From an optimization exercise on the open Yosys and OpenROAD flow, aimed at small area; shortcuts taken in it are not production practice. At most, simulation tests tie the RTL to the original design; equivalence was not proved. No activity file was given, so power comes from the tool's default toggle rates.

// calc
module calc(clk, rst, validIn, dataIn, dataOut);
input clk, rst, validIn;
input  [15:0] dataIn;
output [15:0] dataOut;
reg [1:0] state;
reg [15:0] num1;
reg [15:0] dataOut;
wire inA = ~state[1] & ~state[0];
wire inB = state[0];
wire inC = state[1];
wire opAdd = dataOut[0];
wire isOp  = (dataIn[15:2] == 14'd0);
wire selSq  = inB & ~dataIn[0];
wire selMul = inC & ~opAdd;
wire [15:0] mb;
assign mb[0] = (selSq & num1[0]) | (selMul & dataIn[0]) | (inC & opAdd) | (inB & dataIn[0]);
assign mb[15:1] = ({15{selSq}} & num1[15:1]) | ({15{selMul}} & dataIn[15:1]);
wire injHi = inC & opAdd;
wire injLo = inB | (inC & opAdd);
wire [15:0] prodN;
    wire pp_0_0 = ~(num1[0] & mb[0]);
    wire pp_1_0 = ~(num1[1] & mb[0]);
    wire pp_2_0 = ~(num1[2] & mb[0]);
    wire pp_3_0 = ~(num1[3] & mb[0]);
    wire pp_4_0 = ~(num1[4] & mb[0]);
    wire pp_5_0 = ~(num1[5] & mb[0]);
    wire pp_6_0 = ~(num1[6] & mb[0]);
    wire pp_7_0 = ~(num1[7] & mb[0]);
    wire pp_8_0 = ~(num1[8] & mb[0]);
    wire pp_9_0 = ~(num1[9] & mb[0]);
    wire pp_10_0 = ~(num1[10] & mb[0]);
    wire pp_11_0 = ~(num1[11] & mb[0]);
    wire pp_12_0 = ~(num1[12] & mb[0]);
    wire pp_13_0 = ~(num1[13] & mb[0]);
    wire pp_14_0 = ~(num1[14] & mb[0]);
    wire pp_15_0 = ~(num1[15] & mb[0]);
    wire pp_0_1 = ~((num1[0] & mb[1]) | (dataIn[1] & injHi));
    wire pp_1_1 = ~((num1[1] & mb[1]) | (dataIn[2] & injHi));
    wire pp_2_1 = ~((num1[2] & mb[1]) | (dataIn[3] & injHi));
    wire pp_3_1 = ~((num1[3] & mb[1]) | (dataIn[4] & injHi));
    wire pp_4_1 = ~((num1[4] & mb[1]) | (dataIn[5] & injHi));
    wire pp_5_1 = ~((num1[5] & mb[1]) | (dataIn[6] & injHi));
    wire pp_6_1 = ~((num1[6] & mb[1]) | (dataIn[7] & injHi));
    wire pp_7_1 = ~((num1[7] & mb[1]) | (dataIn[8] & injHi));
    wire pp_8_1 = ~((num1[8] & mb[1]) | (dataIn[9] & injHi));
    wire pp_9_1 = ~((num1[9] & mb[1]) | (dataIn[10] & injHi));
    wire pp_10_1 = ~((num1[10] & mb[1]) | (dataIn[11] & injHi));
    wire pp_11_1 = ~((num1[11] & mb[1]) | (dataIn[12] & injHi));
  ...
Size in the first run: about 420 cells after synthesis, roughly 34 flip-flops, roughly 4300 µm² of cells after synthesis.
==> flow/config.mk <==
export PLATFORM = sky130hd
export DESIGN_NAME = calc
export DESIGN_NICKNAME = calc
export VERILOG_FILES = /design/flow/design.v
export SDC_FILE = /design/flow/constraint.sdc
export NUM_CORES = 4
export LEC_CHECK = 0
export CAP_MARGIN = 0
export CORE_MARGIN = 2
export CORE_UTILIZATION = 40
export CTS_BUF_LIST = sky130_fd_sc_hd__clkbuf_8
export SLEW_MARGIN = 0
export SYNTH_HIERARCHICAL = 1
==> flow/constraint.sdc <==
create_clock -name core_clock -period 8.0 [get_ports {clk}]
set_input_delay 1.6000 -clock core_clock [delete_from_list [all_inputs] [get_ports {clk}]]
set_output_delay 1.6000 -clock core_clock [all_outputs]
set_load 0.01 [all_outputs]
standard.sh (not shown) runs the stock make flow with config.mk's settings and CLKGATE_MAP_FILE= SYNTH_SCRIPT=/design/flow/synth_recipe.tcl, a recipe that flattens the netlist after the stock synthesis.
==> flow/flow/run.sh <==
#!/bin/bash
# Layout flow: the standard layout (standard.sh) with two changes:
# - the port buffers that global placement puts on every input and output
#   port are made from the smallest buffer cell (the resizer still upsizes
#   any that needs more drive);
# - clock tree synthesis adds no dummy loads (they only balance the leaf
#   buffers' loads and take area).
# Every tool's output goes to standard.log here, and ORFS's own logs.
export BUFFER_PORTS_ARGS="-buffer_cell sky130_fd_sc_hd__buf_1"
export CTS_ARGS="-sink_clustering_enable -repair_clock_nets -buf_list sky130_fd_sc_hd__clkbuf_8 -dont_use_dummy_load"
bash standard.sh finish > standard.log 2>&1
Change:
--- a/flow/design.v
+++ b/flow/design.v
@@ -1,31 +1,32 @@
 `timescale 1ns / 1ps
 module calc(clk, rst, validIn, dataIn, dataOut);
 input clk, rst, validIn;
 input  [15:0] dataIn;
 output [15:0] dataOut;
 reg [1:0] state;
 reg [15:0] num1;
-reg [15:0] dataOut;
+reg [15:0] dataOutN;
+assign dataOut = ~dataOutN;
 wire inA = ~state[1] & ~state[0];
 wire inB = state[0];
 wire inC = state[1];
 wire opAdd = dataOut[0];
 wire isOp  = (dataIn[15:2] == 14'd0);
 wire selSq  = inB & ~dataIn[0];
 wire selMul = inC & ~opAdd;
 wire [15:0] mb;
 assign mb[0] = (selSq & num1[0]) | (selMul & dataIn[0]) | (inC & opAdd) | (inB & dataIn[0]);
 assign mb[15:1] = ({15{selSq}} & num1[15:1]) | ({15{selMul}} & dataIn[15:1]);
 wire injHi = inC & opAdd;
 wire injLo = inB | (inC & opAdd);
-wire [15:0] prodN;
+wire [15:0] prod;
     wire pp_0_0 = ~(num1[0] & mb[0]);
     wire pp_1_0 = ~(num1[1] & mb[0]);
     wire pp_2_0 = ~(num1[2] & mb[0]);
     wire pp_3_0 = ~(num1[3] & mb[0]);
     wire pp_4_0 = ~(num1[4] & mb[0]);
     wire pp_5_0 = ~(num1[5] & mb[0]);
     wire pp_6_0 = ~(num1[6] & mb[0]);
     wire pp_7_0 = ~(num1[7] & mb[0]);
     wire pp_8_0 = ~(num1[8] & mb[0]);
     wire pp_9_0 = ~(num1[9] & mb[0]);
@@ -433,42 +434,33 @@
     wire s233, c234;
     fa u_s233 (.a(s107), .b(s109), .c(c232), .s(s233), .co(c234));
     wire s235, c236;
     fa u_s235 (.a(c110), .b(s131), .c(c234), .s(s235), .co(c236));
     wire s237, c238;
     fa u_s237 (.a(c132), .b(s155), .c(c236), .s(s237), .co(c238));
     wire s239, c240;
     fa u_s239 (.a(c156), .b(s181), .c(c238), .s(s239), .co(c240));
     wire s241;
     xn2 u_s241 (.a(s210), .b(c240), .y(s241));
-    assign prodN = {s241, s239, s237, s235, s233, s231, s229, s227, s225, s223, s221, s219, s217, s215, s213, s211};
+    assign prod = ~{s241, s239, s237, s235, s233, s231, s229, s227, s225, s223, s221, s219, s217, s215, s213, s211};
 wire selRes = inC | (inB & isOp & dataIn[1]);
 wire [1:0] stn = inB ? (isOp ? (dataIn[1] ? 2'b00 : 2'b10) : 2'b01) : (inC ? 2'b00 : 2'b01);
-wire ld    = validIn & ~rst;
-wire sResN = ~(ld & selRes);
-wire sIn   = ld & ~selRes;
-wire sOld  = ~validIn & ~rst;
-wire [15:0] dNext;
-genvar gi;
-generate for (gi = 0; gi < 16; gi = gi + 1) begin : g_out
-    omux u_omux (.pn(prodN[gi]), .x(dataIn[gi]), .q(dataOut[gi]),
-                 .s1n(sResN), .s2(sIn), .s3(sOld), .d(dNext[gi]));
-end endgenerate
+wire ld   = validIn & ~rst;
+wire sRes = ld & selRes;
+wire sIn  = ld & ~selRes;
+wire sOld = ~validIn & ~rst;
 always @(posedge clk) begin
     if (inA) num1 <= dataIn;
     if (rst)
         state <= 2'b00;
     else if (validIn)
         state <= stn;
-    dataOut <= dNext;
+    dataOutN <= ~(({16{sRes}} & prod) | ({16{sIn}} & dataIn) | ({16{sOld}} & dataOut));
 end
 endmodule
 module fa(input a, input b, input c, output s, output co);
 assign s = a ^ b ^ c;
 assign co = (a & b) | (a & c) | (b & c);
 endmodule
 module xn2(input a, input b, output y);
 assign y = ~(a ^ b);
 endmodule
-module omux(input pn, input x, input q, input s1n, input s2, input s3, output d);
-assign d = ~((s1n | pn) & ~((x & s2) | (q & s3)));
-endmodule
The changed run ran to the end with no violations.
Worst setup slack got worse by 0.025 ns.
Cell area rises by a few percent.
Flip-flop and latch count does not change.
Clock skew falls by 0.014 ns.
Via count rises by a few percent.
Die area rises by a few percent.

========
Setup of the reference run:
Another version of the RTL of calc (not shown whole).
Size in the first run: ~410 cells after synthesis, ~34 flip-flops, roughly 35 I/O pins, ~0.0042 mm^2 of cells after synthesis.
==> flow/config.mk <==
export PLATFORM = sky130hd
export DESIGN_NAME = calc
export DESIGN_NICKNAME = calc
export VERILOG_FILES = /design/flow/design.v
export SDC_FILE = /design/flow/constraint.sdc
export NUM_CORES = 4
export LEC_CHECK = 0
export CAP_MARGIN = 0
export CORE_MARGIN = 2
export CORE_UTILIZATION = 40
export CTS_BUF_LIST = sky130_fd_sc_hd__clkbuf_8
export GPL_TIMING_DRIVEN = 0
export SLEW_MARGIN = 0
export SYNTH_HIERARCHICAL = 1
==> flow/constraint.sdc <==
create_clock -name core_clock -period 8.0 [get_ports {clk}]
set_input_delay 1.6000 -clock core_clock [delete_from_list [all_inputs] [get_ports {clk}]]
set_output_delay 1.6000 -clock core_clock [all_outputs]
set_load 0.01 [all_outputs]
Scripts as last shown in full above: flow/flow/run.sh
Here is what was changed in the inputs of the trial run compared with the reference run.
-- flow/design.v --
<<< the reference run, line 58
    nd2 u_pp_15_0 (.a(num1[15]), .b(mb[0]), .y(pp_15_0));
    wire pp_0_1;
    assign pp_0_1 = ~((num1[0] & mb[1]) | (dataIn[1] & injHi));
    wire pp_1_1;
    assign pp_1_1 = ~((num1[1] & mb[1]) | (dataIn[2] & injHi));
    wire pp_2_1;
    assign pp_2_1 = ~((num1[2] & mb[1]) | (dataIn[3] & injHi));
    wire pp_3_1;
    assign pp_3_1 = ~((num1[3] & mb[1]) | (dataIn[4] & injHi));
    wire pp_4_1;
    assign pp_4_1 = ~((num1[4] & mb[1]) | (dataIn[5] & injHi));
    wire pp_5_1;
    assign pp_5_1 = ~((num1[5] & mb[1]) | (dataIn[6] & injHi));
    wire pp_6_1;
    assign pp_6_1 = ~((num1[6] & mb[1]) | (dataIn[7] & injHi));
    wire pp_7_1;
    assign pp_7_1 = ~((num1[7] & mb[1]) | (dataIn[8] & injHi));
    wire pp_8_1;
    assign pp_8_1 = ~((num1[8] & mb[1]) | (dataIn[9] & injHi));
    wire pp_9_1;
    assign pp_9_1 = ~((num1[9] & mb[1]) | (dataIn[10] & injHi));
    wire pp_10_1;
    assign pp_10_1 = ~((num1[10] & mb[1]) | (dataIn[11] & injHi));
    wire pp_11_1;
    assign pp_11_1 = ~((num1[11] & mb[1]) | (dataIn[12] & injHi));
    wire pp_12_1;
    assign pp_12_1 = ~((num1[12] & mb[1]) | (dataIn[13] & injHi));
    wire pp_13_1;
    assign pp_13_1 = ~((num1[13] & mb[1]) | (dataIn[14] & injHi));
    wire pp_14_1;
    assign pp_14_1 = ~((num1[14] & mb[1]) | (dataIn[15] & injHi));
    wire pp_0_2;
    nd2 u_pp_0_2 (.a(num1[0]), .b(mb[2]), .y(pp_0_2));
>>> the trial run, line 58
    nd2 u_pp_15_0 (.a(num1[15]), .b(mb[0]), .y(pp_15_0));
    wire pp_0_1;
    ao22n u_pp_0_1 (.a(num1[0]), .b(mb[1]), .c(dataIn[1]), .d(injHi), .y(pp_0_1));
    wire pp_1_1;
    ao22n u_pp_1_1 (.a(num1[1]), .b(mb[1]), .c(dataIn[2]), .d(injHi), .y(pp_1_1));
    wire pp_2_1;
    ao22n u_pp_2_1 (.a(num1[2]), .b(mb[1]), .c(dataIn[3]), .d(injHi), .y(pp_2_1));
    wire pp_3_1;
    ao22n u_pp_3_1 (.a(num1[3]), .b(mb[1]), .c(dataIn[4]), .d(injHi), .y(pp_3_1));
    wire pp_4_1;
    ao22n u_pp_4_1 (.a(num1[4]), .b(mb[1]), .c(dataIn[5]), .d(injHi), .y(pp_4_1));
    wire pp_5_1;
    ao22n u_pp_5_1 (.a(num1[5]), .b(mb[1]), .c(dataIn[6]), .d(injHi), .y(pp_5_1));
    wire pp_6_1;
    ao22n u_pp_6_1 (.a(num1[6]), .b(mb[1]), .c(dataIn[7]), .d(injHi), .y(pp_6_1));
    wire pp_7_1;
    ao22n u_pp_7_1 (.a(num1[7]), .b(mb[1]), .c(dataIn[8]), .d(injHi), .y(pp_7_1));
    wire pp_8_1;
    ao22n u_pp_8_1 (.a(num1[8]), .b(mb[1]), .c(dataIn[9]), .d(injHi), .y(pp_8_1));
    wire pp_9_1;
    ao22n u_pp_9_1 (.a(num1[9]), .b(mb[1]), .c(dataIn[10]), .d(injHi), .y(pp_9_1));
    wire pp_10_1;
    ao22n u_pp_10_1 (.a(num1[10]), .b(mb[1]), .c(dataIn[11]), .d(injHi), .y(pp_10_1));
    wire pp_11_1;
    ao22n u_pp_11_1 (.a(num1[11]), .b(mb[1]), .c(dataIn[12]), .d(injHi), .y(pp_11_1));
    wire pp_12_1;
    ao22n u_pp_12_1 (.a(num1[12]), .b(mb[1]), .c(dataIn[13]), .d(injHi), .y(pp_12_1));
    wire pp_13_1;
    ao22n u_pp_13_1 (.a(num1[13]), .b(mb[1]), .c(dataIn[14]), .d(injHi), .y(pp_13_1));
    wire pp_14_1;
    ao22n u_pp_14_1 (.a(num1[14]), .b(mb[1]), .c(dataIn[15]), .d(injHi), .y(pp_14_1));
    wire pp_0_2;
    nd2 u_pp_0_2 (.a(num1[0]), .b(mb[2]), .y(pp_0_2));
<<< the reference run, line 578
    wire s237, c238;
    fa u_s237 (.a(c132), .b(s155), .c(c236), .s(s237), .co(c238));
    wire s239;
    xn2 u_s239 (.a(c156), .b(s181), .y(s239));
    wire c240 = c156 | s181;
    wire s241;
    xn2 u_s241 (.a(s210), .b(c240), .y(s241));
    wire s242 = c156 ^ s181;
    wire c243 = c156 & s181;
    wire s244;
    xn2 u_s244 (.a(s210), .b(c243), .y(s244));
    wire m245 = c238 ? s239 : s242;
    wire m246 = c238 ? s241 : s244;
    assign prodN = {m246, m245, s237, s235, s233, s231, s229, s227, s225, s223, s221, s219, s217, s215, s213, s211};
wire selRes = inC | (inB & isOp & dataIn[1]);
wire [1:0] stn = inB ? (isOp ? (dataIn[1] ? 2'b00 : 2'b10) : 2'b01) : (inC ? 2'b00 : 2'b01);
>>> the trial run, line 578
    wire s237, c238;
    fa u_s237 (.a(c132), .b(s155), .c(c236), .s(s237), .co(c238));
    wire s239, c240;
    fa u_s239 (.a(c156), .b(s181), .c(c238), .s(s239), .co(c240));
    wire s241;
    xn2 u_s241 (.a(s210), .b(c240), .y(s241));
    assign prodN = {s241, s239, s237, s235, s233, s231, s229, s227, s225, s223, s221, s219, s217, s215, s213, s211};
wire selRes = inC | (inB & isOp & dataIn[1]);
wire [1:0] stn = inB ? (isOp ? (dataIn[1] ? 2'b00 : 2'b10) : 2'b01) : (inC ? 2'b00 : 2'b01);
### Flow results
The trial run: all stages done; final checks FAILED (setup timing). Number of input and output port buffers inserted (the trial run vs. the reference run) decreases by a few percent. The trial run vs the reference run: non-clock buffer count down in the trial run. [compare] base=the reference run new=the trial run: clock-pin slew on the worst setup and hold paths was more or less identical; proportion of power drawn by flip-flops and latches now larger; number of remaining DRC errors was more or less identical. In terms of area after synthesis, the reference run and the trial run differ only marginally. As far as simple-gate area share of the yosys netlist is concerned, the trial run and the reference run perform about the same. Final area essentially unchanged between the trial run and the reference run. The trial run against the reference run: post-layout worst setup margin went down; number of cell rows did not really move. Comparing clock period minus final worst setup slack for the trial run and the reference run, the bigger number came from the trial run. [compare] base=the reference run new=the trial run: setup fix buffers added after clock tree synthesis increased 2; worst setup skew after layout decreased by 14 ps relative to the old numbers.
Function was not checked in any run of this note: the RTL went through the layout flow alone.

## separate check: timing with driven ports
How much do the figures lean on ideal ports? The routed layouts below were timed once more, with nothing changed but the port constraints.
Step 1 (the two cells are an assumption about what drives the block):
set clk [get_ports {clk}]
set_driving_cell -lib_cell sky130_fd_sc_hd__clkbuf_16 $clk
set_driving_cell -lib_cell sky130_fd_sc_hd__buf_2 [delete_from_list [all_inputs] $clk]
Step 2 moves the port delays by t, midway between the first and last clock arrival at a register: inputs arrive t later, outputs are due t later. That takes back most of the time a late clock gives input paths.
Slacks: ideal ports / drivers / drivers and shift; pairs: ideal ports / drivers.
run	t (ns)	setup WS [ns]	hold WS [ns]	cell pins on the clock port's net
the first run of note 1	0.313	0.262 / 0.267 / -0.046	0.495 / 0.495 / 0.495	1
the second run of note 1	0.320	0.237 / 0.249 / -0.071	0.481 / 0.481 / 0.481	1
the reference run	0.311	0.142 / 0.147 / -0.164	0.501 / 0.501 / 0.501	1
the trial run	0.317	-0.022 / -0.017 / -0.334	0.505 / 0.505 / 0.505	1
With both steps, setup timing fails in the first run of note 1, the second run of note 1 and the reference run, where it was met with ideal ports. The setup slack of the trial run, which loses most, moves by +0.005 ns with the drivers and by -0.312 ns with both steps.
